From an optimization exercise on the open Yosys and OpenROAD flow, aimed at small area, a short achievable clock period and few clock cycles; shortcuts taken in it are not production practice. At most, simulation tests tie the RTL to the original design; equivalence was not proved. Only the layout flow was run in runs 6 to 8; the RTL was not checked for function there.

<file path="flow/config.mk">
export PLATFORM = sky130hd
export DESIGN_NAME = Data_selector
export DESIGN_NICKNAME = Data_selector
export VERILOG_FILES = /design/flow/design.v
export SDC_FILE = /design/flow/constraint.sdc
export NUM_CORES = 4
export LEC_CHECK = 0
export ABC_AREA = 1
export CAP_MARGIN = 20
export CORE_MARGIN = 2
export CORE_UTILIZATION = 55
export GPL_ROUTABILITY_DRIVEN = 0
export SETUP_SLACK_MARGIN = 3.3
export SLEW_MARGIN = 20
</file>
<file path="flow/constraint.sdc">
create_clock -name core_clock -period 5.5 [get_ports {clk}]
set_input_delay 1.1000 -clock core_clock [delete_from_list [all_inputs] [get_ports {clk}]]
set_output_delay 1.1000 -clock core_clock [all_outputs]
set_load 0.01 [all_outputs]
</file>
<file path="flow/design.v">
`timescale 1ns / 1ps
module Data_selector(
	input clk,
	input rst,
	input data_collect_finish,
	input [7:0] data_in,
	output reg [7:0] data_out,
	output reg [13:0] read_select,
	output reg [13:0] write_out_se,
	output reg data_process_finish,
	output reg wr_enable
    );
	localparam integer H   = 9;                     
	localparam integer K   = H - 2;                 
	localparam integer R0L = 100 - H;               
	localparam [13:0] DN  = 100;                    
	localparam [13:0] DC  = 1 - 100 * (H - 1);      
	localparam [13:0] DB  = -199;                   
	localparam [13:0] DF  = -100 * (H - 1);         
	localparam [13:0] ALAST = (R0L - K + H - 1) * 100 + 99;
	localparam [13:0] W0  = -(8 * 100 + DC + 2 * 100 + DC);
	localparam [6:0] C98 = 7'd46;                   
	localparam [3:0] J1  = 4'd2;                    
	localparam [3:0] J7  = 4'd10;                   
	reg running;
	reg [3:0] j;                 
	reg [6:0] c;                 
	reg jl, j2, j1, je;          
	reg c0, c1, c99, cf, cx;     
	reg bf, bl;                  
	reg [7:0] D [1:2*H-1];       
	reg [9:0] hp;                
	reg [9:0] h1, h2, h3;        
	reg wr, blur;                
	reg wr1, blur1;              
	wire go = running | (data_collect_finish & ~data_process_finish & ~wr_enable & ~wr1);
	wire [9:0] h0 = hp + {2'b0, data_in};
	wire [11:0] sum = {2'b0, h3} + {1'b0, h2, 1'b0} + {2'b0, h1};
	always @(*) begin
		blur = 1'b0;
		if (cx)
			wr = !j1;                         
		else if (j2) begin
			if (c0) wr = !bf;                 
			else begin
				wr = 1'b1;
				blur = !c1 && !cf;            
			end
		end
		else if (j1)
			wr = bf ? !c0 : c0;               
		else
			wr = bl ? !c0 : cf;               
	end
	wire [13:0] dsw = !c99 ? DC : bl ? DF : DB;
	wire [13:0] a_next = read_select + (jl ? dsw : DN);
	wire [13:0] w_next = write_out_se + (je ? ((c1 && !bf) ? DB : DC) : DN);
	always @(posedge clk or posedge rst) begin
		if (rst) begin
			running <= 1'b0;
			j <= 4'd1;
			c <= 7'd1;
			jl <= 1'b0;
			j2 <= 1'b0;
			j1 <= 1'b0;
			je <= 1'b0;
			c0 <= 1'b1;
			c1 <= 1'b0;
			c99 <= 1'b0;
			cf <= 1'b0;
			cx <= 1'b0;
			bf <= 1'b1;
			bl <= 1'b0;
			read_select <= 0;
			wr1 <= 1'b0;
			wr_enable <= 1'b0;
			data_process_finish <= 1'b0;
		end
		else begin
			wr1 <= 1'b0;
			if (go) begin
				wr1 <= wr;
				running <= 1'b1;
				read_select <= ((jl && cf) || cx) ? 14'd0 : a_next;
				if (cx) begin
					j <= {j[2:0], j[3] ^ j[2]};
					j1 <= 1'b1;
					if (j1) begin
						j <= 4'd1;
						j1 <= 1'b0;
						c <= 7'd1;
						c0 <= 1'b1;
						cx <= 1'b0;
						bf <= 1'b1;
						bl <= 1'b0;
						running <= 1'b0;
					end
				end
				else if (!jl) begin
					j <= {j[2:0], j[3] ^ j[2]};
					jl <= (j == J7);
					j2 <= (j != 4'd1);
					j1 <= (j == 4'd1);
					je <= (j == J1);
				end
				else begin
					j <= 4'd1;
					jl <= 1'b0;
					j2 <= 1'b0;
					j1 <= 1'b0;
					je <= 1'b0;
					if (cf) begin
						cf <= 1'b0;
						cx <= 1'b1;
					end
					else if (c99) begin
						c99 <= 1'b0;
						if (bl) cf <= 1'b1;
						else begin
							c <= 7'd1;
							c0 <= 1'b1;
							bf <= 1'b0;
							bl <= (read_select == ALAST);
						end
					end
					else begin
						c <= {c[5:0], c[6] ^ c[5]};
						c0 <= 1'b0;
						c1 <= c0;
						c99 <= (c == C98);
					end
				end
			end
			else begin
				read_select <= 0;
				j <= 4'd1;
				c <= 7'd1;
				jl <= 1'b0;
				j2 <= 1'b0;
				j1 <= 1'b0;
				je <= 1'b0;
				c0 <= 1'b1;
				c1 <= 1'b0;
				c99 <= 1'b0;
				cf <= 1'b0;
				cx <= 1'b0;
				bf <= 1'b1;
				bl <= 1'b0;
			end
			wr_enable <= wr1;
			if (!running && wr_enable && !wr1) data_process_finish <= 1'b1;
			else if (!data_collect_finish) data_process_finish <= 1'b0;
		end
	end
	integer k;
	always @(posedge clk) begin
		blur1 <= blur;
		if (!running) write_out_se <= go ? W0 + DN : W0;
		else write_out_se <= w_next;
		D[1] <= data_in;
		for (k = 2; k <= 2 * H - 1; k = k + 1) D[k] <= D[k-1];
		hp <= {2'b0, D[2*H-1]} + {1'b0, D[H-1], 1'b0};
		h1 <= h0;
		h2 <= h1;
		h3 <= h2;
		data_out <= blur1 ? sum[11:4] : D[H+2];
	end
endmodule
</file>
<file path="flow/flow/run.sh">
#!/bin/bash
# Standard ORFS layout (the standard.sh), with two changes:
#  - port buffers are the smallest buffer (buf_1) instead of clkdlybuf4s50_1;
#  - clock tree built from clkbuf_16 in clusters of up to 30 sinks, without dummy loads.
set -euo pipefail
bash standard.sh \
  "BUFFER_PORTS_ARGS=-buffer_cell sky130_fd_sc_hd__buf_1" \
  "CTS_ARGS=-sink_clustering_enable -repair_clock_nets -dont_use_dummy_load -buf_list sky130_fd_sc_hd__clkbuf_16 -sink_clustering_size 30 -sink_clustering_max_diameter 100" \
  finish > standard_flow.log 2>&1
</file>
<file path="flow/standard.sh">
#!/bin/bash
# synth_recipe.tcl (not shown) runs the flow's synth.tcl, then flattens the netlist and writes it again
# the make line also repeats each setting of config.mk as NAME=value (left out here)
make -C /OpenROAD-flow-scripts/flow DESIGN_CONFIG=/design/flow/config.mk WORK_HOME=/design/flow/orfs CLKGATE_MAP_FILE= SYNTH_SCRIPT=/design/flow/synth_recipe.tcl "${@:-finish}"
</file>
==> flow_summary.toml, run 1 <==
[timing]
relSlewSlack_pct = 65.8
max_freq_mhz = 465
finalSetupViolCount = 0
skew_ps = 31.3
post-route-period-util_pct = 39.1
finalSetupTns_ps = 0
worst_slew_pin_slew_ps = 513
finalHoldViolCount = 0
slew_violations = 0
rsz0062_at_grt = "true"
min_period_ps = 2150
fin_ws_ps = 3350

[synth]
ys_seq_area_share_pct = 59.7
synthDistinctLibCells = 41
ys_top_cells_by_area = "dfxtp_1 48%, dfrtp_1 11%, ha_1 7.2%, nand2_1 6.4%, inv_1 4.8%"
synth.largest_area_cell = "dfxtp_1"
synthCells = 834
yosysTopAreaCellShare_pct = 47.7
synth_nets = 904
syn_area_um2 = 8350
avgSynthCellArea_um2 = 10.0
ys_warn_count = 2
ys_ff_latch = 239

[critical_path]
worst-path-max-fanout = 3
path_cells = "buf_1"
critPathKind = "reg2out"
max_stage_delay_ps = 420
cp-end-kind = "primary output"
worst-r2r-cell-count = 11
cp.depth = 1
crit_buf_inv = 1
arrival_ps = 1050
critPathLaunchType = "register"
slowest_stage = "dfrtp_1"
worst_path_dominant_cell_family = "flip-flops"
critPathRequiredTime_ps = 4400

[place]
place_ws_ps = 2770
place_area_um2 = 8770
port_buffers = 48
dpl.hpwl_um = 10600

[clock_tree]
clock_sinks = 239
cts_hold_buf = 0
cts_inserted_buffers = 12
root_buffer = "clkbuf_16"
cts.clk_slew.worst_paths_ps = 100
clock_latency_ps = 470
cts_tree = "yes"
clk_path_buf_depth = 3
h-tree-depth = 1

[global_route]
grt_pass1_wl_um = 25000
grt_usage_pct = 18.7
grt_pass1_vias = 5463
antenna_found_initial = 0
grt_start_max_net_pins = 41
grt-ovfl-total = 0

[floorplanning]
die_area_um2 = 16200
io_pins = 49
die_x_um = 127
start_util_pct = 55.6
num_rows = 45
core-area_um2 = 15000
dieHeight_um = 127

[hold_path]
hold_class = "reg2reg"
min_delay_path_depth = 0

[drt]
drt_iter0_markers = 216
ant_nets = 0
wire_per_inst_um = 13.7
vias = 5526
routed_via_density = 5.07
firstDrtPassIters = 4
totalWireLength_um = 14900
drc = 0

[final_layout]
layout_commonest_cell = "dfxtp_1"
fin_util_pct = 62.1
num_antenna_cells = 0
finalInstanceArea_um2 = 9340
area_growth_syn_to_layout_pct = 11.9
drive_above_1_share_pct = 10.1
final_cell_mix = "196 x dfxtp_1, 139 x nand2_1, 102 x inv_1"
num-nets-final = 973

[run_status]
status = "no timing/DRC/antenna violations"

[job]
cap_violations = 0
[synth_stat cells]
library cell  number
clkbuf_1           2
a21oi_1           51
dfstp_2            4
o211ai_1           2
ha_1              48
a31oi_1            4
buf_4              3
nand3b_1           1
o21ai_2            3
nand3_4            1
o21bai_1           7
o22ai_1            3
nor3_1            12
nand2_1          143
dfrtp_1           36
nand4_2            1
a32o_1             1
nor4_1             2
dfxtp_1          199
nor2_4             1
o21ai_0           34
o21ai_1            2
a21boi_0           1
buf_2              1
nand3_1           31
o31ai_1            1
o2111ai_1          2
or2_2              3
xor2_1            16
fa_1              11
inv_2              1
a211oi_1           1
nor2_1            60
nand2_4            1
nand2_2            8
a21o_1             2
inv_1            107
xnor2_1            9
nor4b_1            1
nand4_1           15
o21a_1             3
[worst register-to-register path, stage by stage (launching register included)]
cell	delay (ps)
dfxtp_2	330
inv_1	50
fa_1	530
inv_1	70
ha_4	280
inv_1	70
nor3_2	170
nand3b_1	160
nand3_1	120
nand2_1	50
nand3_1	90
nand2_1	60
[cell families after synthesis]
family	synth area share [%]
simple gates	14.6
flops	59.7
compound gates	7.91
buf+inv	5.27
fa+ha+maj	9.83
xor+xnor	2.62
[layer usage]
metal	global-route usage, %	vias to the layer above	share of wire, %
met5	0	-	0
li1	-	2815	-
met2	32.0	117	48
met1	24.6	2565	46
met3	2.68	29	3.7
met4	6.27	0	2.6
[worst paths after layout]
path | slack [ps] | endpoint | startpoint
hold / removal | 290 | D[15][3] | D[14][3]
setup reg to reg | 3400 | data_out[6] | h1[3]
hold reg to reg | 290 | D[15][3] | D[14][3]
setup / recovery | 3350 | read_select[6] | read_select[6]
min in group asynchronous | 710 | read_select[1] | rst
max in group asynchronous | 4400 | running | rst
[layout make-up]
| class | instances | area, µm² |
|---|---|---|
| Inverter | 108 | 405 |
| Sequential cell | 239 | 5000 |
| Multi-Input combinational cell | 481 | 3120 |
| Fill cell | 1245 | 5690 |
| Clock buffer | 12 | 300 |
| Tap cell | 188 | 235 |
| Timing Repair Buffer | 61 | 279 |
[flip-flops by register name, summed over array words and instances, names as in the netlist, 4 cells and up]
signal,cells
write_out_se,14
j,4
h1,10
h2,10
data_out,8
D,136
read_select,14
c,7
h3,10
hp,10
[per-stage QoR]
stage	hold slack, ps	instances
after floorplan	310	834
after global placement	310	1065
after detailed placement	312	1065
after CTS	289	1080
after global routing	292	1089
final	294	1089
[repair_timing]
item | CTS | global route
pin swaps | 0 | 13
gates resized for setup | 12 | 35
setup endpoints to repair | 29 | 27
buffers inserted | 3 | 9
endpoints found under the hold margin | 0 | 0
Testbench counts, summed over its fixed seeds: cycles 302,760.
==> run 2: changes to the inputs <==
--- a/flow/config.mk
+++ b/flow/config.mk
@@ -8,7 +8,6 @@
 export ABC_AREA = 1
 export CAP_MARGIN = 20
 export CORE_MARGIN = 2
-export CORE_UTILIZATION = 55
-export GPL_ROUTABILITY_DRIVEN = 0
+export CORE_UTILIZATION = 45
 export SETUP_SLACK_MARGIN = 3.3
 export SLEW_MARGIN = 20
==> run 2 against run 1 <==
Worst hold slack improved by 31 ps. Core utilization shrank 10 points. Cell area rose by 0.58%. Sequential share of layout area fell by 0.32 points. First-iteration DRC count up 13%. Cell count rose by 3.9%. Synthesized area stayed put. Register-to-register slack better by 30 ps. Via count down 5.1%. Critical path type unchanged.
==> flow_summary.toml, run 2 <==
[timing]
skew_ps = 48.1
whs_ps = 325
worst_slew_pin_slew_ps = 539
min_period_ps = 2140
slew_violations = 0
rsz0062_at_grt = "true"
finalHoldViolCount = 0
max_freq_mhz = 467
relSlewSlack_pct = 64.0
fin_ws_ps = 3360
post-route-period-util_pct = 38.9
finalSetupViolCount = 0
finalSetupTns_ps = 0

[final_layout]
layout_commonest_cell = "dfxtp_1"
top_register = "D"
drive_above_1_share_pct = 9.86
num-nets-final = 975
reg_top3 = "D: 136 flops, read_select: 14 flops, write_out_se: 14 flops"
area_growth_syn_to_layout_pct = 12.5
finalInstanceArea_um2 = 9400
num_antenna_cells = 0
fin_util_pct = 52.0
largest_reg_flops = 136
final_cell_mix = "197 x dfxtp_1, 138 x nand2_1, 103 x inv_1"
fin_cells = 1132

[critical_path]
path_cells = "buf_1"
critPathLaunchType = "register"
r2r-start = "h1[3]"
arrival_ps = 1040
max_stage_delay_ps = 410
rr_endpoint = "data_out[7]"
critPathKind = "reg2out"
worst_path_dominant_cell_family = "flip-flops"
slowest_stage = "dfrtp_1"
worst-path-max-fanout = 3
cp.depth = 1
cp-end-kind = "primary output"
crit_buf_inv = 1
r2r_slack_ps = 3430
critPathRequiredTime_ps = 4400
worst-r2r-cell-count = 12

[place]
port_buffers = 48
place_area_um2 = 8820
place_ws_ps = 2820
place.gp.congestion = 0.835
dpl.hpwl_um = 10200
dp.cells = 1106

[floorplanning]
die_x_um = 140
dieHeight_um = 140
num_rows = 49
start_util_pct = 46.2
io_pins = 49
core-area_um2 = 18100
die_area_um2 = 19700

[synth]
synth_nets = 904
yosysTopAreaCellShare_pct = 47.7
ys_top_cells_by_area = "dfxtp_1 48%, dfrtp_1 11%, ha_1 7.2%, nand2_1 6.4%, inv_1 4.8%"
synthCells = 834
synth_common_cells = "199 x dfxtp_1, 143 x nand2_1, 107 x inv_1, 60 x nor2_1, 51 x a21oi_1"
synth.largest_area_cell = "dfxtp_1"
ys_warn_count = 2
ys_ff_latch = 239
syn_area_um2 = 8350
synth-async-reset-ratio_pct = 16.7
yosysMostFrequentCell = "dfxtp_1"
ys_seq_area_share_pct = 59.7
synthDistinctLibCells = 41
synth_edf_count = 0
avgSynthCellArea_um2 = 10.0
ys.flop_type = "dfxtp_1"

[hold_path]
min_to = "D[10][0]"
hold_class = "reg2reg"
min_delay_path_depth = 0
hold_start = "D[9][0]"

[clock_tree]
cts.clk_slew.worst_paths_ps = 110
root_buffer = "clkbuf_16"
clock_sinks = 239
clk_path_buf_depth = 3
h-tree-depth = 1
clock_latency_ps = 460
cts_tree = "yes"
cts_inserted_buffers = 12

[job]
cap_violations = 0

[drt]
firstDrtPassIters = 4
drt_iter0_markers = 245
routed_via_density = 4.63
totalWireLength_um = 14200
wire_per_inst_um = 12.5
ant_nets = 0
drc = 0
vias = 5246

[global_route]
grt_pass1_wl_um = 23700
grt_start_max_net_pins = 41
grt-ovfl-total = 0
gr-usage-met1_pct = 22.7
busiest_layer = "met1"
grtUsageMet3_pct = 2.26
grt_usage_pct = 14.6
antenna_found_initial = 1
grt_pass1_vias = 4952
use_met2_pct = 21.3

[run_status]
status = "no timing/DRC/antenna violations"
-- run 2: cells by family after synthesis --
group	after synthesis	share of synthesized area [%]
xor gates and xnor gates	25	2.62
and+or+nand+nor	280	14.6
DFF	239	59.7
adders and majority gates	59	9.83
buffers and inverters	114	5.27
AOI/OAI and AO/OA	117	7.91
-- run 2: layout make-up --
| type | instances | area, µm² |
|---|---|---|
| inverter | 108 | 408 |
| tap | 229 | 287 |
| multi-input combinational | 481 | 3090 |
| sequential | 239 | 5000 |
| timing repair buffer | 63 | 318 |
| clock buffer | 12 | 300 |
| fill | 1627 | 8690 |
-- run 2: how the worst max path moves through the flow --
stage	startpoint	endpoint	slack (ps)
floorplan	data_in[0]	h1[6]	3280
global placement	data_collect_finish	read_select[2]	2830
detailed placement	data_collect_finish	read_select[2]	2820
CTS	je	write_out_se[10]	3260
global route	bf	write_out_se[10]	3280
finish	read_select[8]	read_select[8]	3360
-- run 2: routing by layer --
| layer | wire (µm) | part of all wire [%] |
|---|---|---|
| met2 | 5670 | 40 |
| met3 | 492 | 3.5 |
| met5 | 0 | 0 |
| met4 | 240 | 1.7 |
| met1 | 7780 | 55 |
-- run 2: what timing repair did --
item / in CTS / in global routing
resized for setup: 7 / 33
pin swaps: 0 / 8
hold buffers: 0 / 0
setup endpoints to repair: 24 / 26
buffers inserted: 2 / 12
==> run 3: changes to the inputs <==
--- a/flow/config.mk
+++ b/flow/config.mk
@@ -6,8 +6,9 @@
 export NUM_CORES = 4
 export LEC_CHECK = 0
 export ABC_AREA = 1
+export ABC_CLOCK_PERIOD_IN_PS = 1800
 export CAP_MARGIN = 20
 export CORE_MARGIN = 2
-export CORE_UTILIZATION = 45
+export CORE_UTILIZATION = 55
 export SETUP_SLACK_MARGIN = 3.3
 export SLEW_MARGIN = 20
==> run 3 against run 2 <==
Still clean on timing, DRC and antenna. Cell count is 4.2% lower. Setup slack worse by 15 ps. Synthesized area stayed put. Largest cell class unchanged.
==> flow_summary.toml, run 3 <==
[drt]
ant_nets = 0
routed_via_density = 5.02
vias = 5452
drc = 0
wire_per_inst_um = 13.3
drt_iter0_markers = 217
firstDrtPassIters = 4
totalWireLength_um = 14400

[final_layout]
largest_reg_flops = 136
drive_above_1_share_pct = 9.14
area_growth_syn_to_layout_pct = 11.3
final_cell_mix = "197 x dfxtp_1, 140 x nand2_1, 104 x inv_1"
num_antenna_cells = 0
layout_commonest_cell = "dfxtp_1"
num-nets-final = 969
top_register = "D"
reg_top3 = "D: 136 flops, read_select: 14 flops, write_out_se: 14 flops"
fill_cells = 1256

[synth]
synth_common_cells = "199 x dfxtp_1, 143 x nand2_1, 107 x inv_1, 60 x nor2_1, 51 x a21oi_1"
syn_area_um2 = 8350
synth_nets = 904
yosysMostFrequentCell = "dfxtp_1"
synthCells = 834
synth.largest_area_cell = "dfxtp_1"
synthDistinctLibCells = 41
avgSynthCellArea_um2 = 10.0
synth_edf_count = 0
ys_top_cells_by_area = "dfxtp_1 48%, dfrtp_1 11%, ha_1 7.2%, nand2_1 6.4%, inv_1 4.8%"
ys_warn_count = 2
ys_seq_area_share_pct = 59.7
ys.flop_type = "dfxtp_1"
yosysTopAreaCellShare_pct = 47.7
synth-async-reset-ratio_pct = 16.7
ys_ff_latch = 239

[clock_tree]
clock_latency_ps = 460
clock_sinks = 239
cts_inserted_buffers = 12
root_buffer = "clkbuf_16"
cts.clk_slew.worst_paths_ps = 100
cts_tree = "yes"
h-tree-depth = 1
clk_path_buf_depth = 3
cts_hold_buf = 0

[timing]
finalSetupViolCount = 0
skew_ps = 36.2
rsz0062_at_grt = "true"
min_period_ps = 2150
slew_violations = 0
worst_slew_pin_slew_ps = 512
post-route-period-util_pct = 39.2
fin_ws_ps = 3350
finalHoldViolCount = 0
finalSetupTns_ps = 0
whs_ps = 317
relSlewSlack_pct = 65.8
max_freq_mhz = 464

[critical_path]
critPathRequiredTime_ps = 4400
arrival_ps = 1050
rr_endpoint = "data_out[1]"
critPathKind = "reg2out"
worst-path-max-fanout = 4
path_cells = "buf_1"
cp-end-kind = "primary output"
slowest_stage = "dfrtp_1"
r2r_slack_ps = 3380
max_stage_delay_ps = 440
r2r-start = "h1[2]"
crit_buf_inv = 1
crit_path_start = "read_select[1]"
worst-r2r-cell-count = 11
worst_path_dominant_cell_family = "flip-flops"
critPathLaunchType = "register"

[global_route]
grt_pass1_wl_um = 23800
grt_start_max_net_pins = 41
busiest_layer = "met2"
gr-usage-met1_pct = 23.4
antenna_found_initial = 0
grt_usage_pct = 17.7
use_met2_pct = 30.6
grtUsageMet3_pct = 2.72
grt-ovfl-total = 0
grt_pass1_vias = 5192

[hold_path]
min_delay_path_depth = 0
min_to = "D[14][3]"
hold_class = "reg2reg"
hold_start = "D[13][3]"

[floorplanning]
die_area_um2 = 16200
die_x_um = 127
core-area_um2 = 15000
start_util_pct = 55.6
num_rows = 45
dieHeight_um = 127
io_pins = 49

[place]
place_ws_ps = 2870
place.gp.congestion = 0.862
dpl.hpwl_um = 10200
port_buffers = 48

[run_status]
status = "no timing/DRC/antenna violations"

[job]
cap_violations = 0
-- run 3: cell counts after synthesis --
No cell type changed its count.
-- run 3: final cells by class --
type	instances	area (µm²)	area share, %
sequential	239	5000	53.8
clock buffer	12	300	3.23
inverter	108	405	4.36
timing repair buffer	57	248	2.67
multi-input combinational	481	3100	33.4
tap	188	235	2.53
-- run 3: how the worst max path moves through the flow --
stage	end	slack, ps	cells after the start
2_1_floorplan	h1[6]	3280	8
3_3_place_gp	read_select[2]	2920	7
3_5_place_dp	read_select[2]	2870	7
4_1_cts	write_out_se[10]	3290	9
5_1_grt	data_out[1]	3230	11
6_report	read_select[1]	3350	1
-- run 3: per-layer routing --
| metal | routed length [µm] | part of all wire [%] |
|---|---|---|
| met1 | 6740 | 47 |
| met2 | 6790 | 47 |
| met3 | 577 | 4.0 |
| met4 | 298 | 2.1 |
| met5 | 0 | 0 |
-- run 3: repair_timing --
action | 4_1_cts | 5_1_grt
hold endpoints to repair | 0 | 0
pin swaps | 0 | 7
resized for setup | 10 | 29
setup endpoints to repair | 22 | 23
buffers inserted | 0 | 8
-- run 3: metrics by stage --
step / cells / cell area (µm²) / util, %
floorplan: 834 / 8380 / -
global placement: 1065 / 8770 / 58.3
detailed placement: 1065 / 8770 / 58.3
CTS: 1077 / 9100 / 60.6
global route: 1085 / 9290 / 61.8
finish: 1085 / 9290 / 61.8
-- run 3: cells by family (layout without fill, tap and decap cells) --
kind of cell / Yosys count / in the layout / share of synthesized area, %
adder cells (fa/ha/maj): 59 / 59 / 9.83
buffers and inverters: 114 / 177 / 5.27
XOR/XNOR: 25 / 25 / 2.62
flip-flops: 239 / 239 / 59.7
AO/OA/AOI/OAI: 117 / 117 / 7.91
AND/OR/NAND/NOR: 280 / 280 / 14.6
==> run 4: changes to the inputs <==
--- a/flow/config.mk
+++ b/flow/config.mk
@@ -6,7 +6,6 @@
 export NUM_CORES = 4
 export LEC_CHECK = 0
 export ABC_AREA = 1
-export ABC_CLOCK_PERIOD_IN_PS = 1800
 export CAP_MARGIN = 20
 export CORE_MARGIN = 2
 export CORE_UTILIZATION = 55
==> run 4 against run 3 <==
Flip-flop and latch count unchanged. Via count unchanged. Cell count unchanged. Synthesized cell count unchanged. First-iteration DRC count unchanged. Clock skew unchanged. Critical path type unchanged. Critical endpoint unchanged.
==> flow_summary.toml, run 4 <==
[final_layout]
drive_above_1_share_pct = 9.14
largest_reg_flops = 136
area_growth_syn_to_layout_pct = 11.3
top_register = "D"
layout_commonest_cell = "dfxtp_1"
final_cell_mix = "197 x dfxtp_1, 140 x nand2_1, 104 x inv_1"
fin_cells = 1085
num-nets-final = 969
num_antenna_cells = 0
fill_cells = 1256
reg_top3 = "D: 136 flops, read_select: 14 flops, write_out_se: 14 flops"

[floorplanning]
die_area_um2 = 16200
io_pins = 49
num_rows = 45
start_util_pct = 55.6
dieHeight_um = 127
die_x_um = 127
core-area_um2 = 15000

[global_route]
antenna_found_initial = 0
grt_start_max_net_pins = 41
grt_pass1_vias = 5192
grt_pass1_wl_um = 23800
grt_usage_pct = 17.7
grt-ovfl-total = 0

[synth]
synth_nets = 904
synth-async-reset-ratio_pct = 16.7
yosysTopAreaCellShare_pct = 47.7
synth.largest_area_cell = "dfxtp_1"
syn_area_um2 = 8350
ys_ff_latch = 239
synthDistinctLibCells = 41
avgSynthCellArea_um2 = 10.0
synth_edf_count = 0
ys_seq_area_share_pct = 59.7
yosysMostFrequentCell = "dfxtp_1"
synthCells = 834
ys_top_cells_by_area = "dfxtp_1 48%, dfrtp_1 11%, ha_1 7.2%, nand2_1 6.4%, inv_1 4.8%"
synth_common_cells = "199 x dfxtp_1, 143 x nand2_1, 107 x inv_1, 60 x nor2_1, 51 x a21oi_1"
ys.flop_type = "dfxtp_1"
ys_warn_count = 2

[critical_path]
cp.depth = 1
crit_buf_inv = 1
worst_path_dominant_cell_family = "flip-flops"
critPathRequiredTime_ps = 4400
worst-path-max-fanout = 4
arrival_ps = 1050
path_cells = "buf_1"
slowest_stage = "dfrtp_1"
critPathKind = "reg2out"
max_stage_delay_ps = 440
r2r_slack_ps = 3380
worst-r2r-cell-count = 11
critPathLaunchType = "register"
cp-end-kind = "primary output"

[drt]
firstDrtPassIters = 4
ant_nets = 0
drt_iter0_markers = 217
wire_per_inst_um = 13.3
routed_via_density = 5.02
vias = 5452
drc = 0
totalWireLength_um = 14400

[timing]
finalSetupTns_ps = 0
worst_slew_pin_slew_ps = 512
skew_ps = 36.2
slew_violations = 0
min_period_ps = 2150
max_freq_mhz = 464
rsz0062_at_grt = "true"
relSlewSlack_pct = 65.8
finalHoldViolCount = 0
post-route-period-util_pct = 39.2
finalSetupViolCount = 0

[place]
place.gp.congestion = 0.862
port_buffers = 48
dpl.hpwl_um = 10200
dp.cells = 1065

[job]
cap_violations = 0

[run_status]
status = "no timing/DRC/antenna violations"

[clock_tree]
clock_sinks = 239
h-tree-depth = 1
clock_latency_ps = 460
cts_inserted_buffers = 12
clk_path_buf_depth = 3
cts.clk_slew.worst_paths_ps = 100
cts_tree = "yes"
cts_hold_buf = 0
root_buffer = "clkbuf_16"

[hold_path]
min_delay_path_depth = 0
hold_class = "reg2reg"
-- run 4: metal layers --
layer	GRT usage (%)	wire, µm
met4	4.85	298
met5	0	0
met2	30.6	6790
met3	2.72	577
met1	23.4	6740
-- run 4: timing repair --
item / in CTS / in global routing
setup endpoints to repair: 22 / 23
resized for setup: 10 / 29
buffers inserted: 0 / 8
pin swaps: 0 / 7
-- run 4: worst paths after layout --
path	start	end
worst max-delay path	read_select[1]	read_select[1]
worst min-delay path	D[13][3]	D[14][3]
worst max register to register	h1[2]	data_out[1]
worst min register to register	D[13][3]	D[14][3]
max in group asynchronous	rst	je
min in group asynchronous	rst	read_select[13]
-- run 4: cells by family after synthesis --
logic type	count (synthesis)	synth area share (%)
AO/OA/AOI/OAI	117	7.91
XOR/XNOR	25	2.62
buffers and inverters	114	5.27
flip-flops	239	59.7
AND/OR/NAND/NOR	280	14.6
adder cells (fa/ha/maj)	59	9.83
-- run 4: area by class of cell --
cell class	instances	area [µm²]	share of cell area [%]
Sequential cell	239	5000	53.8
Multi-Input combinational cell	481	3100	33.4
Inverter	108	405	4.36
Clock buffer	12	300	3.23
Timing Repair Buffer	57	248	2.67
Tap cell	188	235	2.53
-- run 4: per-stage QoR --
stage | util, % | cell area, µm² | hold slack, ps | worst slack, ps
3_3_place_gp | 58.3 | 8770 | 310 | 2920
5_1_grt | 61.8 | 9290 | 332 | 3230
6_report | 61.8 | 9290 | 317 | 3350
2_1_floorplan | - | 8380 | 310 | 3280
3_5_place_dp | 58.3 | 8770 | 312 | 2870
4_1_cts | 60.6 | 9100 | 323 | 3290
==> run 5: changes to the inputs <==
--- a/flow/config.mk
+++ b/flow/config.mk
@@ -6,6 +6,7 @@
 export NUM_CORES = 4
 export LEC_CHECK = 0
 export ABC_AREA = 1
+export ABC_CLOCK_PERIOD_IN_PS = 2500
 export CAP_MARGIN = 20
 export CORE_MARGIN = 2
 export CORE_UTILIZATION = 55
==> run 5 against run 4 <==
Synthesized cell count is the same. Still clean. Critical path depth is the same.
==> flow_summary.toml, run 5 <==
[synth]
yosysTopAreaCellShare_pct = 47.7
synth_nets = 904
ys.flop_type = "dfxtp_1"
synth_common_cells = "199 x dfxtp_1, 143 x nand2_1, 107 x inv_1, 60 x nor2_1, 51 x a21oi_1"
synth.largest_area_cell = "dfxtp_1"
ys_top_cells_by_area = "dfxtp_1 48%, dfrtp_1 11%, ha_1 7.2%, nand2_1 6.4%, inv_1 4.8%"
avgSynthCellArea_um2 = 10.0
syn_area_um2 = 8350
synthDistinctLibCells = 41
ys_warn_count = 2
ys_ff_latch = 239
ys_seq_area_share_pct = 59.7
synthCells = 834
synth-async-reset-ratio_pct = 16.7
yosysMostFrequentCell = "dfxtp_1"
synth_edf_count = 0

[timing]
relSlewSlack_pct = 65.8
post-route-period-util_pct = 39.2
rsz0062_at_grt = "true"
min_period_ps = 2150
finalSetupViolCount = 0
skew_ps = 36.2
slew_violations = 0
finalSetupTns_ps = 0
finalHoldViolCount = 0
worst_slew_pin_slew_ps = 512
max_freq_mhz = 464

[final_layout]
largest_reg_flops = 136
top_register = "D"
layout_commonest_cell = "dfxtp_1"
drive_above_1_share_pct = 9.14
area_growth_syn_to_layout_pct = 11.3
reg_top3 = "D: 136 flops, read_select: 14 flops, write_out_se: 14 flops"
fin_cells = 1085
num-nets-final = 969
final_cell_mix = "197 x dfxtp_1, 140 x nand2_1, 104 x inv_1"
num_antenna_cells = 0

[place]
dp.cells = 1065
port_buffers = 48
dpl.hpwl_um = 10200
place.gp.congestion = 0.862

[global_route]
antenna_found_initial = 0
grt_pass1_wl_um = 23800
grt_usage_pct = 17.7
grt_start_max_net_pins = 41
grt_pass1_vias = 5192
grt-ovfl-total = 0

[floorplanning]
die_area_um2 = 16200
start_util_pct = 55.6
core-area_um2 = 15000
num_rows = 45
dieHeight_um = 127
die_x_um = 127
io_pins = 49

[hold_path]
min_to = "D[14][3]"
hold_start = "D[13][3]"
hold_class = "reg2reg"
min_delay_path_depth = 0

[run_status]
status = "no timing/DRC/antenna violations"

[critical_path]
critPathRequiredTime_ps = 4400
path_cells = "buf_1"
cp-end-kind = "primary output"
slowest_stage = "dfrtp_1"
critPathKind = "reg2out"
crit_buf_inv = 1
r2r_slack_ps = 3380
critPathLaunchType = "register"
rr_endpoint = "data_out[1]"
worst-r2r-cell-count = 11
r2r-start = "h1[2]"
worst-path-max-fanout = 4
worst_path_dominant_cell_family = "flip-flops"
max_stage_delay_ps = 440
arrival_ps = 1050

[drt]
vias = 5452
firstDrtPassIters = 4
drt_iter0_markers = 217
ant_nets = 0
routed_via_density = 5.02
totalWireLength_um = 14400
drc = 0
wire_per_inst_um = 13.3

[clock_tree]
h-tree-depth = 1
cts_tree = "yes"
root_buffer = "clkbuf_16"
clock_latency_ps = 460
cts_hold_buf = 0
cts_inserted_buffers = 12
cts.clk_slew.worst_paths_ps = 100
clock_sinks = 239
clk_path_buf_depth = 3

[job]
cap_violations = 0
run 5: cell counts in the layout (fill, tap and decap cells not counted):
Identical to the previous run, type by type.
run 5: layer usage:
metal | vias up | global-route usage, % | wire length [µm]
met3 | 27 | 2.72 | 577
met5 | - | 0 | 0
met2 | 93 | 30.6 | 6790
li1 | 2806 | - | -
met4 | 0 | 4.85 | 298
met1 | 2526 | 23.4 | 6740
run 5: cell families (layout without fill, tap and decap cells):
logic type / count (synthesis) / in the layout / share of synthesized area [%]
AND/OR/NAND/NOR: 280 / 280 / 14.6
flip-flops: 239 / 239 / 59.7
AO/OA/AOI/OAI: 117 / 117 / 7.91
buffers and inverters: 114 / 177 / 5.27
adder cells (fa/ha/maj): 59 / 59 / 9.83
XOR/XNOR: 25 / 25 / 2.62
run 5: worst max path at each step:
stage / cells past startpoint / start / to
2_1_floorplan: 8 / data_in[0] / h1[6]
3_3_place_gp: 7 / data_collect_finish / read_select[2]
3_5_place_dp: 7 / data_collect_finish / read_select[2]
4_1_cts: 9 / je / write_out_se[10]
5_1_grt: 11 / h1[2] / data_out[1]
6_report: 1 / read_select[1] / read_select[1]
run 5: repair_timing:
action | 4_1_cts | 5_1_grt
pin swaps | 0 | 7
setup endpoints to repair | 22 | 23
buffers inserted | 0 | 8
gates resized for setup | 10 | 29
run 5: final cells by class:
| class | instances | area (µm²) |
|---|---|---|
| timing repair buffer | 57 | 248 |
| sequential | 239 | 5000 |
| fill | 1256 | 5740 |
| clock buffer | 12 | 300 |
| inverter | 108 | 405 |
| multi-input combinational | 481 | 3100 |
| tap | 188 | 235 |
run 5: through the flow:
step	setup slack (ps)	util (%)	cell area [µm²]	hold WS, ps
global placement	2920	58.3	8770	310
detailed placement	2870	58.3	8770	312
global route	3230	61.8	9290	332
floorplan	3280	-	8380	310
CTS	3290	60.6	9100	323
finish	3350	61.8	9290	317
==> run 6: changes to the inputs <==
--- a/flow/design.v
+++ b/flow/design.v
@@ -53,8 +53,14 @@
 			wr = bl ? !c0 : cf;               
 	end
 	wire [13:0] dsw = !c99 ? DC : bl ? DF : DB;
-	wire [13:0] a_next = read_select + (jl ? dsw : DN);
-	wire [13:0] w_next = write_out_se + (je ? ((c1 && !bf) ? DB : DC) : DN);
+	wire [13:0] astep = jl ? dsw : DN;
+	wire [7:0] a_lo = {1'b0, read_select[6:0]} + {1'b0, astep[6:0]};
+	wire [6:0] a_hi = read_select[13:7] + astep[13:7] + {6'b0, a_lo[7]};
+	wire [13:0] a_next = {a_hi, a_lo[6:0]};
+	wire [13:0] wstep = je ? ((c1 && !bf) ? DB : DC) : DN;
+	wire [7:0] w_lo = {1'b0, write_out_se[6:0]} + {1'b0, wstep[6:0]};
+	wire [6:0] w_hi = write_out_se[13:7] + wstep[13:7] + {6'b0, w_lo[7]};
+	wire [13:0] w_next = {w_hi, w_lo[6:0]};
 	always @(posedge clk or posedge rst) begin
 		if (rst) begin
 			running <= 1'b0;
--- a/flow/config.mk
+++ b/flow/config.mk
@@ -6,7 +6,6 @@
 export NUM_CORES = 4
 export LEC_CHECK = 0
 export ABC_AREA = 1
-export ABC_CLOCK_PERIOD_IN_PS = 2500
 export CAP_MARGIN = 20
 export CORE_MARGIN = 2
 export CORE_UTILIZATION = 55
==> run 6 against run 5 <==
Worst hold slack better by 14 ps. Core utilization increased by 3.5 points. Cell count decreased by 2.4%. Register-to-register slack got worse by 720 ps. Cell area increased by 1.4%. Global-route usage grew 0.18 points. Synthesized cell count down 8.0%. Critical endpoint is now write_out_se[5]. Largest cell class unchanged. Highest routed layer unchanged.
==> flow_summary.toml, run 6 <==
[global_route]
gr-usage-met1_pct = 22.6
grtUsageMet3_pct = 2.74
use_met2_pct = 32.0
grt_start_max_net_pins = 41
antenna_found_initial = 0
grt-ovfl-total = 0
grt_usage_pct = 17.9
grt_pass1_vias = 5086
grt_pass1_wl_um = 23400
busiest_layer = "met2"

[final_layout]
area_growth_syn_to_layout_pct = 16.8
num_antenna_cells = 0
layout_commonest_cell = "dfxtp_1"
largest_reg_flops = 136
top_register = "D"
regArea_um2 = 5000
num-nets-final = 948
fin_cells = 1059
fill_cells = 1138
final_cell_mix = "198 x dfxtp_1, 136 x nand2_1, 76 x inv_1"
multi_input_area_um2 = 2930
drive_above_1_share_pct = 16.3
fin_util_pct = 65.3
reg_top3 = "D: 136 flops, read_select: 14 flops, write_out_se: 14 flops"

[synth]
avgSynthCellArea_um2 = 10.5
synthDistinctLibCells = 37
synthCells = 767
synth_edf_count = 0
synth_common_cells = "199 x dfxtp_1, 144 x nand2_1, 85 x inv_1, 48 x nor2_1"
ys_warn_count = 2
ys.flop_type = "dfxtp_1"
synth_nets = 838
yosysMostFrequentCell = "dfxtp_1"
synth-async-reset-ratio_pct = 16.7
ys_top_cells_by_area = "dfxtp_1 49%, dfrtp_1 11%, ha_1 7.1%, nand2_1 6.7%, inv_1 4.0%"
ys_ff_latch = 239
yosysTopAreaCellShare_pct = 49.4
synth.largest_area_cell = "dfxtp_1"
syn_area_um2 = 8070
ys_seq_area_share_pct = 61.8

[hold_path]
min_to = "D[10][3]"
min_delay_path_depth = 0
hold_class = "reg2reg"
hold_start = "D[9][3]"

[critical_path]
r2r-start = "c1"
cp-end-kind = "register"
worst-r2r-cell-count = 19
arrival_ps = 3200
critPathRequiredTime_ps = 5860
critPathKind = "reg2reg"
rr_endpoint = "write_out_se[5]"
critPathLaunchType = "register"
r2r_slack_ps = 2660
worst-path-max-fanout = 3
crit_path_start = "c1"

[timing]
max_freq_mhz = 352
finalHoldViolCount = 0
rsz0062_at_grt = "true"
post-route-period-util_pct = 51.6
skew_ps = 20.6
slew_violations = 0
relSlewSlack_pct = 63.9
finalSetupTns_ps = 0
worst_slew_pin_slew_ps = 536
min_period_ps = 2840
finalSetupViolCount = 0

[clock_tree]
cts_hold_buf = 0
root_buffer = "clkbuf_16"
cts_tree = "yes"
clock_sinks = 239
clk_path_buf_depth = 3
cts_inserted_buffers = 11
h-tree-depth = 1
cts.clk_slew.worst_paths_ps = 110
clock_latency_ps = 450

[floorplanning]
start_util_pct = 55.9
core-area_um2 = 14400
num_rows = 44
dieHeight_um = 125
die_area_um2 = 15700
die_x_um = 125
io_pins = 49

[place]
place.gp.congestion = 0.888
port_buffers = 48
dpl.hpwl_um = 9550
dp.cells = 996

[run_status]
status = "no timing/DRC/antenna violations"

[drt]
drc = 0
totalWireLength_um = 14100
wire_per_inst_um = 13.4
drt_iter0_markers = 195
vias = 5259
ant_nets = 0
firstDrtPassIters = 4
routed_via_density = 4.97

[job]
cap_violations = 0
-- run 6: worst max-delay path by stage --
| stage | depth (start not counted) | slack [ps] | end |
|---|---|---|---|
| floorplan | 16 | 2900 | write_out_se[13] |
| global placement | 17 | 2730 | write_out_se[13] |
| detailed placement | 18 | 2640 | write_out_se[13] |
| CTS | 18 | 2720 | write_out_se[13] |
| global route | 18 | 2470 | write_out_se[13] |
| finish | 19 | 2660 | write_out_se[5] |
-- run 6: area by class of cell --
class	instances	area share, %
repair buffers	101	6.85
inverters	90	3.64
flip-flops and latches	239	53.0
multi-input cells	434	31.1
clock buffers	11	2.92
well taps	184	2.44
-- run 6: repair_timing --
item	4_1_cts	5_1_grt
gates resized for setup	16	43
gates cloned	0	0
setup endpoints to repair	15	22
buffers inserted	43	9
pin swaps	16	14
-- run 6: kinds of logic after synthesis --
group           Yosys count  synth area share (%)
fa+ha+maj                60                  10.6
simple gates            257                  13.9
xor+xnor                 25                  2.71
flops                   239                  61.8
buf+inv                  94                  4.51
compound gates           92                  6.41
-- run 6: stage by stage --
step	cell area, µm²	hold WS, ps	worst slack (ps)
after detailed placement	8560	312	2640
after global routing	9420	340	2470
final	9420	331	2660
after floorplan	8170	310	2900
after global placement	8560	310	2730
after CTS	9200	332	2720
-- run 6: routing by layer --
metal  vias up  share of wire, %
li1       2662                 -
met1      2461                44
met2       103                50
met3        33               3.1
met4         0               2.9
met5         -                 0
-- run 6: worst max-delay path, cell delays in order (launching register included) --
cell	delay (ps)
dfrtp_1	390
inv_2	70
nor3_4	300
ha_4	270
a21oi_1	130
o211ai_1	130
buf_4	150
buf_4	120
buf_4	120
buf_4	120
buf_4	120
buf_4	120
buf_4	130
buf_4	120
buf_4	120
buf_4	130
nand2_4	50
nand2_2	50
nand2_1	50
nand2_1	50
==> run 7: changes to the inputs <==
--- a/flow/config.mk
+++ b/flow/config.mk
@@ -9,5 +9,5 @@
 export CAP_MARGIN = 20
 export CORE_MARGIN = 2
 export CORE_UTILIZATION = 55
-export SETUP_SLACK_MARGIN = 3.3
+export SETUP_SLACK_MARGIN = 3.4
 export SLEW_MARGIN = 20
==> run 7 against run 6 <==
Still clean. Flip-flop and latch count is the same. First-iteration DRC count grew 15%. Critical path depth shrank 3. Cell area grew 3.0%. Cell count grew 1.3%. Worst hold slack lost 3.3 ps. Count of clock-buffer cells in the layout is the same. Sequential share of layout area shrank 1.4 points. Maximum frequency grew 2.9%. Critical path type unchanged. Highest routed layer unchanged.
==> flow_summary.toml, run 7 <==
[timing]
finalHoldViolCount = 0
slew_violations = 0
finalSetupViolCount = 0
skew_ps = 17.2
finalSetupTns_ps = 0
min_period_ps = 2760
max_freq_mhz = 363
rsz0062_at_grt = "true"
relSlewSlack_pct = 64.9
worst_slew_pin_slew_ps = 527
post-route-period-util_pct = 50.1

[floorplanning]
start_util_pct = 55.9
die_area_um2 = 15700
dieHeight_um = 125
core-area_um2 = 14400
io_pins = 49
die_x_um = 125
num_rows = 44

[critical_path]
critPathLaunchType = "register"
crit_path_start = "je"
arrival_ps = 3120
rr_endpoint = "write_out_se[13]"
cp-end-kind = "register"
r2r-start = "je"
worst-r2r-cell-count = 16
r2r_slack_ps = 2740
worst-path-max-fanout = 4
critPathRequiredTime_ps = 5860
cp-endpoint = "write_out_se[13]"
critPathKind = "reg2reg"

[synth]
ys_seq_area_share_pct = 61.8
synthDistinctLibCells = 37
syn_area_um2 = 8070
ys_top_cells_by_area = "dfxtp_1 49%, dfrtp_1 11%, ha_1 7.1%, nand2_1 6.7%, inv_1 4.0%"
ys_ff_latch = 239
synth_common_cells = "199 x dfxtp_1, 144 x nand2_1, 85 x inv_1, 48 x nor2_1"
avgSynthCellArea_um2 = 10.5
ys.flop_type = "dfxtp_1"
synth.largest_area_cell = "dfxtp_1"
yosysMostFrequentCell = "dfxtp_1"
ys_warn_count = 2
synthCells = 767
yosysTopAreaCellShare_pct = 49.4
synth_nets = 838
synth-async-reset-ratio_pct = 16.7
synth_edf_count = 0

[hold_path]
hold_class = "reg2reg"

[final_layout]
largest_reg_flops = 136
layout_commonest_cell = "dfxtp_1"
final_cell_mix = "188 x dfxtp_1, 135 x nand2_1, 74 x inv_1"
drive_above_1_share_pct = 23.6
num-nets-final = 962
top_register = "D"
area_growth_syn_to_layout_pct = 20.3
reg_top3 = "D: 136 flops, read_select: 14 flops, write_out_se: 14 flops"
fill_cells = 1113
num_antenna_cells = 0

[clock_tree]
clock_sinks = 239
cts_tree = "yes"
cts_inserted_buffers = 11
clock_latency_ps = 460
h-tree-depth = 1
root_buffer = "clkbuf_16"
clk_path_buf_depth = 3
cts_hold_buf = 0
cts.clk_slew.worst_paths_ps = 120

[global_route]
grt_pass1_wl_um = 23500
grt_start_max_net_pins = 41
grt-ovfl-total = 0
grt_usage_pct = 17.9
antenna_found_initial = 1
grt_pass1_vias = 5086

[drt]
routed_via_density = 4.93
totalWireLength_um = 14400
wire_per_inst_um = 13.4
firstDrtPassIters = 6
vias = 5287
drt_iter0_markers = 225
drc = 0
ant_nets = 0

[place]
place.gp.congestion = 0.799
dpl.hpwl_um = 9520
port_buffers = 48

[run_status]
status = "no timing/DRC/antenna violations"

[job]
cap_violations = 0
run 7: how the worst min path moves through the flow:
stage / start / endpoint / slack [ps] / depth (start not counted)
after detailed placement: D[13][6] / D[14][6] / 310 / 0
after floorplan: D[9][0] / D[10][0] / 310 / 0
after CTS: D[13][3] / D[14][3] / 330 / 0
final: D[7][4] / D[8][4] / 330 / 0
after global placement: D[7][1] / D[8][1] / 310 / 0
after global routing: D[9][4] / D[10][4] / 330 / 0
run 7: timing repair:
| item | 4_1_cts | 5_1_grt |
|---|---|---|
| gates resized for setup | 43 | 70 |
| setup buffers | 52 | 14 |
| endpoints found under the setup margin | 42 | 59 |
| pin swaps | 13 | 20 |
run 7: kinds of logic (layout without fill, tap and decap cells):
| group | after synthesis | after routing | share of synthesized area [%] |
|---|---|---|---|
| AND/OR/NAND/NOR | 257 | 257 | 13.9 |
| flip-flops | 239 | 239 | 61.8 |
| buffers and inverters | 94 | 216 | 4.51 |
| AO/OA/AOI/OAI | 92 | 92 | 6.41 |
| adder cells (fa/ha/maj) | 60 | 60 | 10.6 |
| XOR/XNOR | 25 | 25 | 2.71 |
run 7: area by class of cell:
type / count / area (µm²) / share of cell area, %
well taps: 184 / 230 / 2.37
repair buffers: 115 / 792 / 8.16
flip-flops and latches: 239 / 5010 / 51.6
multi-input cells: 434 / 3050 / 31.4
clock buffers: 11 / 275 / 2.84
inverters: 90 / 345 / 3.56
run 7: routing by layer:
layer	part of all wire [%]	GRT usage, %
met5	0	0
met3	4.2	2.31
met4	1.7	4.05
met1	48	26.3
met2	46	28.6
run 7: stage by stage:
step	hold WS, ps	setup slack (ps)	utilization [%]	instance area (µm²)	std cells
3_3_place_gp	310	2750	59.6	8600	996
4_1_cts	328	2770	64.8	9350	1059
2_1_floorplan	310	2900	-	8210	767
5_1_grt	335	2510	67.3	9700	1073
6_report	328	2740	67.3	9700	1073
3_5_place_dp	312	2680	59.6	8600	996
run 7: critical path, cell delays in order (launching register included):
cell and delay [ps]:
dfrtp_2 410, inv_4 40, nor3_4 310, ha_4 270, a21oi_1 150, o211ai_1 130, or2_4 250, a21oi_2 130
fa_2 240, fa_2 220, o21ai_2 60, nand2_1 70, nand2_1 50, a21oi_1 160, nand2_1 70, nand2_1 60
nor2_1 40
==> run 8: changes to the inputs <==
==> flow/design.v (replaced) <==
`timescale 1ns / 1ps
module Data_selector(
	input clk,
	input rst,
	input data_collect_finish,
	input [7:0] data_in,
	output reg [7:0] data_out,
	output reg [13:0] read_select,
	output reg [13:0] write_out_se,
	output reg data_process_finish,
	output reg wr_enable
    );
	 parameter w1 = 1, w2 = 2, w3 = 1, w4 = 2, w5 = 4, w6 = 2, w7 = 1, w8 = 2, w9 = 1;  
	 reg [6:0] row, column;  
	 wire [13:0] scanpixel;  
	 reg [7:0] MEM [0:8];   
	 reg [3:0] mem_select;  
	 reg running;           
	 reg issue_done;        
	 wire edge_pixel;
	 reg cap_valid;
	 reg [3:0] cap_slot;    
	 reg cap_shift;         
	 reg cap_last;          
	 reg [13:0] cap_addr;   
	 reg [11:0] temp_out;
	 reg [3:0] slot;
	 reg [13:0] addr;
	 reg last_read;
	 assign scanpixel = row*100 + column;  
	 assign edge_pixel = (row == 0 || row == 99 || column == 0 || column == 99);
	 always @(*) begin
		slot = 4'd9;
		addr = scanpixel;
		last_read = 1'b1;
		if (!edge_pixel) begin
			if (column == 1) begin  
				last_read = (mem_select == 8);
				slot = mem_select;
				case (mem_select)
					0: addr = scanpixel - 101;  
					1: addr = scanpixel - 100;
					2: addr = scanpixel - 99;   
					3: addr = scanpixel - 1;
					4: addr = scanpixel;
					5: addr = scanpixel + 1;
					6: addr = scanpixel + 99;
					7: addr = scanpixel + 100;
					default: addr = scanpixel + 101;
				endcase
			end
			else begin   
				last_read = (mem_select == 2);
				case (mem_select)
					0: begin slot = 4'd2; addr = scanpixel - 99; end
					1: begin slot = 4'd5; addr = scanpixel + 1; end
					default: begin slot = 4'd8; addr = scanpixel + 101; end
				endcase
			end
		end
	 end
	 always @(*) begin
		temp_out = MEM[0] * w1 + MEM[1] * w2 + MEM[2] * w3 + MEM[3] * w4 + MEM[4] * w5
		         + MEM[5] * w6 + MEM[6] * w7 + MEM[7] * w8 + data_in * w9;
	 end
	 always @(posedge clk or posedge rst) begin
		if (rst) begin
			row <= 7'd0;
			column <= 7'd0;
			mem_select <= 0;
			read_select <= 0;
			running <= 1'b0;
			issue_done <= 1'b0;
			cap_valid <= 1'b0;
			cap_slot <= 0;
			cap_shift <= 1'b0;
			cap_last <= 1'b0;
			cap_addr <= 0;
			data_process_finish <= 1'b0;
		end
		else begin
			cap_valid <= 1'b0;
			if (running && !issue_done) begin
				read_select <= addr;
				cap_valid <= 1'b1;
				cap_slot <= slot;
				cap_shift <= (!edge_pixel && column != 1 && mem_select == 0);
				cap_last <= last_read;
				cap_addr <= scanpixel;
				if (last_read) begin
					mem_select <= 0;
					if (column == 99) begin  
						column <= 0;
						if (row == 99) issue_done <= 1'b1;
						else row <= row + 1;
					end
					else column <= column + 1;
				end
				else mem_select <= mem_select + 1;
			end
			else if (running && issue_done && !cap_valid) begin  
				running <= 1'b0;
				data_process_finish <= 1'b1;
			end
			else if (!running && data_process_finish && !data_collect_finish) begin
				data_process_finish <= 1'b0;
			end
			else if (!running && !data_process_finish && data_collect_finish) begin
				running <= 1'b1;
				issue_done <= 1'b0;
				row <= 7'd0;
				column <= 7'd0;
				mem_select <= 0;
			end
		end
	 end
	 always @(posedge clk or posedge rst) begin
		if (rst) begin
			wr_enable <= 1'b0;
			write_out_se <= 0;
		end
		else begin
			wr_enable <= 1'b0;
			if (cap_valid && cap_last) begin
				wr_enable <= 1'b1;
				write_out_se <= cap_addr;
			end
		end
	 end
	 always @(posedge clk) begin
		if (cap_valid) begin
			if (cap_slot == 9)
				data_out <= data_in;
			else begin
				if (cap_shift) begin
					MEM[0] <= MEM[1];
					MEM[1] <= MEM[2];
					MEM[3] <= MEM[4];
					MEM[4] <= MEM[5];
					MEM[6] <= MEM[7];
					MEM[7] <= MEM[8];
				end
				MEM[cap_slot] <= data_in;
				if (cap_last) data_out <= temp_out / 16;
			end
		end
	 end
endmodule
==> flow/run.sh (new file) <==
#!/bin/bash
# synth_recipe.tcl (not shown) runs the flow's synth.tcl, then flattens the netlist and writes it again
# the make line also repeats each setting of config.mk as NAME=value (left out here)
make -C /OpenROAD-flow-scripts/flow DESIGN_CONFIG=/design/flow/config.mk WORK_HOME=/design/flow/orfs CLKGATE_MAP_FILE= SYNTH_SCRIPT=/design/flow/synth_recipe.tcl finish
==> flow/config.mk (replaced) <==
export PLATFORM = sky130hd
export DESIGN_NAME = Data_selector
export DESIGN_NICKNAME = Data_selector
export VERILOG_FILES = /design/flow/design.v
export SDC_FILE = /design/flow/constraint.sdc
export NUM_CORES = 4
export LEC_CHECK = 0
export CAP_MARGIN = 20
export CORE_MARGIN = 2
export CORE_UTILIZATION = 40
export SLEW_MARGIN = 20
removed: flow/flow/run.sh
removed: flow/standard.sh
==> run 8 against run 7 <==
Via count is 72% higher. Register-to-register slack worse by 2400 ps. Maximum frequency shrank 47%. Worst hold slack improved by 150 ps. Synthesized area increased by 42%. Sequential share of layout area decreased by 20 points. Clock skew is 2.0 ps higher. Setup slack worse by 2400 ps. Non-clock buffer count shrank 30. Cell count increased by 46%. Largest cell class is now multi-input gates.
==> flow_summary.toml, run 8 <==
[run_status]
status = "no timing/DRC/antenna violations"

[floorplanning]
io_pins = 49
start_util_pct = 40.9
dieHeight_um = 173
core-area_um2 = 27900
die_x_um = 173
die_area_um2 = 29900
num_rows = 61

[timing]
relSlewSlack_pct = 27.6
min_period_ps = 5170
skew_ps = 19.2
finalHoldViolCount = 0
slew_violations = 0
worst_slew_pin_slew_ps = 1080
rsz0062_at_grt = "false"
finalSetupViolCount = 0
whs_ps = 474
post-route-period-util_pct = 94.1
max_freq_mhz = 193

[drt]
firstDrtPassIters = 5
wire_per_inst_um = 20.3
met2WireLength_um = 14100
routed-wl-met3_um = 2350
drc = 0
totalWireLength_um = 31800
vias = 9103
wl_met1_um = 14700
drt_iter0_markers = 782
routed_via_density = 5.80
ant_nets = 0
top_layer = "met4"

[synth]
yosysMostFrequentCell = "nand2_1"
synth_nets = 1269
synth.largest_area_cell = "edfxtp_1"
ys_seq_area_share_pct = 36.6
avgSynthCellArea_um2 = 10.2
synth_common_cells = "104 x nand2_1, 81 x o21ai_0, 80 x edfxtp_1, 78 x nor2_1, 77 x ha_1"
synthCells = 1125
yosysTopAreaCellShare_pct = 21.0
syn_area_um2 = 11400
ys_top_cells_by_area = "edfxtp_1 21%, dfrtp_1 16%, fa_1 9.8%, ha_1 8.4%, mux2_2 6.1%"
ys_warn_count = 1
synth-async-reset-ratio_pct = 47.0
synth_edf_count = 80
ys.flop_type = "edfxtp_1"
ys_ff_latch = 151
synthDistinctLibCells = 85

[critical_path]
worst-path-max-fanout = 2
rr_endpoint = "read_select[13]"
critPathKind = "in2reg"
critPathLaunchType = "input port"
critPathRequiredTime_ps = 5680
r2r-start = "row[2]"
arrival_ps = 5350
cp-end-kind = "register"
r2r_slack_ps = 340
worst-r2r-cell-count = 19

[final_layout]
drive_above_1_share_pct = 13.2
fin_cells = 1569
final_cell_mix = "104 x nand2_1, 80 x edfxtp_1, 79 x o21ai_0"
largest_reg_flops = 72
area_growth_syn_to_layout_pct = 14.0
num-nets-final = 1322
top_register = "MEM"
layout_commonest_cell = "nand2_1"
num_antenna_cells = 0
fill_cells = 2669
fin_util_pct = 46.6
multi_input_area_um2 = 6880
regArea_um2 = 4180

[clock_tree]
cts_inserted_buffers = 17
clock_latency_ps = 450
clk_path_buf_depth = 2
cts_hold_buf = 0
root_buffer = "clkbuf_16"
post_cts_resized = 0
h-tree-depth = 4
clock_sinks = 151
cts.clk_slew.worst_paths_ps = 70
cts_tree = "yes"
postCtsSetupBuffers = 0

[place]
port_buffers = 48
dp.cells = 1537
dpl.hpwl_um = 23400
place.gp.congestion = 0.973

[global_route]
antenna_found_initial = 0
grt_pass1_vias = 8835
grt-ovfl-total = 0
grt_pass1_wl_um = 50600
grt_start_max_net_pins = 53
grt_usage_pct = 21.6

[hold_path]
min_delay_path_depth = 2
min_to = "cap_addr[7]"
hold_start = "cap_addr[7]"
hold_class = "reg2reg"

[job]
cap_violations = 0
-- run 8: cell type report --
cell class,instances,share of cell area [%]
Sequential cell,151,32.1
Tap cell,378,3.63
Timing Repair Buffer,85,5.85
Multi-Input combinational cell,873,52.8
Inverter,50,1.44
Clock inverter,14,0.874
Clock buffer,18,3.29
-- run 8: routing by layer --
metal / up-vias / global-route usage, %
met5: - / 0
met4: 0 / 6.46
met3: 43 / 4.02
met2: 357 / 32.7
met1: 4476 / 31.6
li1: 4227 / -
-- run 8: critical path, cell delays in order --
cell and delay (ps):
clkdlybuf4s50_1 450, fa_1 530, fa_1 530, fa_1 530
fa_1 500, ha_1 320, nor2b_1 130, o21ai_0 230
a21oi_1 130, o21ai_0 210, nand2b_1 110, a21o_1 180
a21oi_1 160, xor2_1 160, o21ai_0 80
-- run 8: worst max path at each step --
stage | to | slack, ps | depth (start not counted) | from
3_3_place_gp | data_out[7] | -40 | 15 | data_in[5]
3_5_place_dp | data_out[6] | -40 | 15 | data_in[4]
6_report | data_out[7] | 330 | 15 | data_in[5]
4_1_cts | read_select[13] | 290 | 19 | row[2]
5_1_grt | read_select[13] | 70 | 19 | row[2]
2_1_floorplan | read_select[13] | 290 | 20 | row[2]
-- run 8: logic make-up after synthesis --
kind of cell	Yosys count	synth area share, %
simple gates	329	14.0
compound gates	283	16.1
flops	151	36.6
fa+ha+maj	133	18.2
buf+inv	101	3.55
xor+xnor	65	5.32
mux	63	6.20
-- run 8: through the flow --
stage | area [µm²] | worst slack (ps) | TNS (ps)
after CTS | 13000 | 292 | 0
final | 13000 | 326 | 0
after global placement | 12500 | -39.6 | -65.7
after global routing | 13000 | 67.2 | 0
after detailed placement | 12500 | -41.4 | -76.3
after floorplan | 11400 | 286 | 0

## port drivers added, routing unchanged
In the flow no input, the clock included, has a driving cell. The finished layouts below were timed again as built, in two steps.
Step 1 sets driving cells, clkbuf_16 on the clock port and buf_2 on the other inputs (assumed; they add their load-dependent delay and slew).
Step 2 times the ports against the registers' clock, not the clock port: input delays grow and output delays shrink by t, the midpoint of the rising clock arrivals with the driver on.
Three values: ideal, step 1, step 2; two values: the first two.
| run | t (ns) | slack for setup (ns) | latest minus earliest clock arrival (ns) | pins driven straight from the clock port |
|---|---|---|---|---|
| run 1 | 0.494 | 3.351 / 3.314 / 2.920 | 0.036 / 0.035 | 1 |
| run 2 | 0.486 | 3.360 / 3.320 / 2.998 | 0.061 / 0.060 | 1 |
| run 3 | 0.485 | 3.345 / 3.308 / 2.948 | 0.038 / 0.038 | 1 |
| run 4 | 0.485 | 3.345 / 3.308 / 2.948 | 0.038 / 0.038 | 1 |
| run 5 | 0.485 | 3.345 / 3.308 / 2.948 | 0.038 / 0.038 | 1 |
| run 6 | 0.488 | 2.663 / 2.663 / 2.663 | 0.026 / 0.026 | 1 |
| run 7 | 0.491 | 2.742 / 2.742 / 2.742 | 0.024 / 0.024 | 1 |
| run 8 | 0.484 | 0.326 / 0.339 / -0.136 | 0.020 / 0.021 | 1 |
With both steps, setup timing fails in run 8, where it was met with ideal ports. For run 8, which loses most, drivers alone change the setup slack by +0.013 ns; drivers and shift together by -0.462 ns.
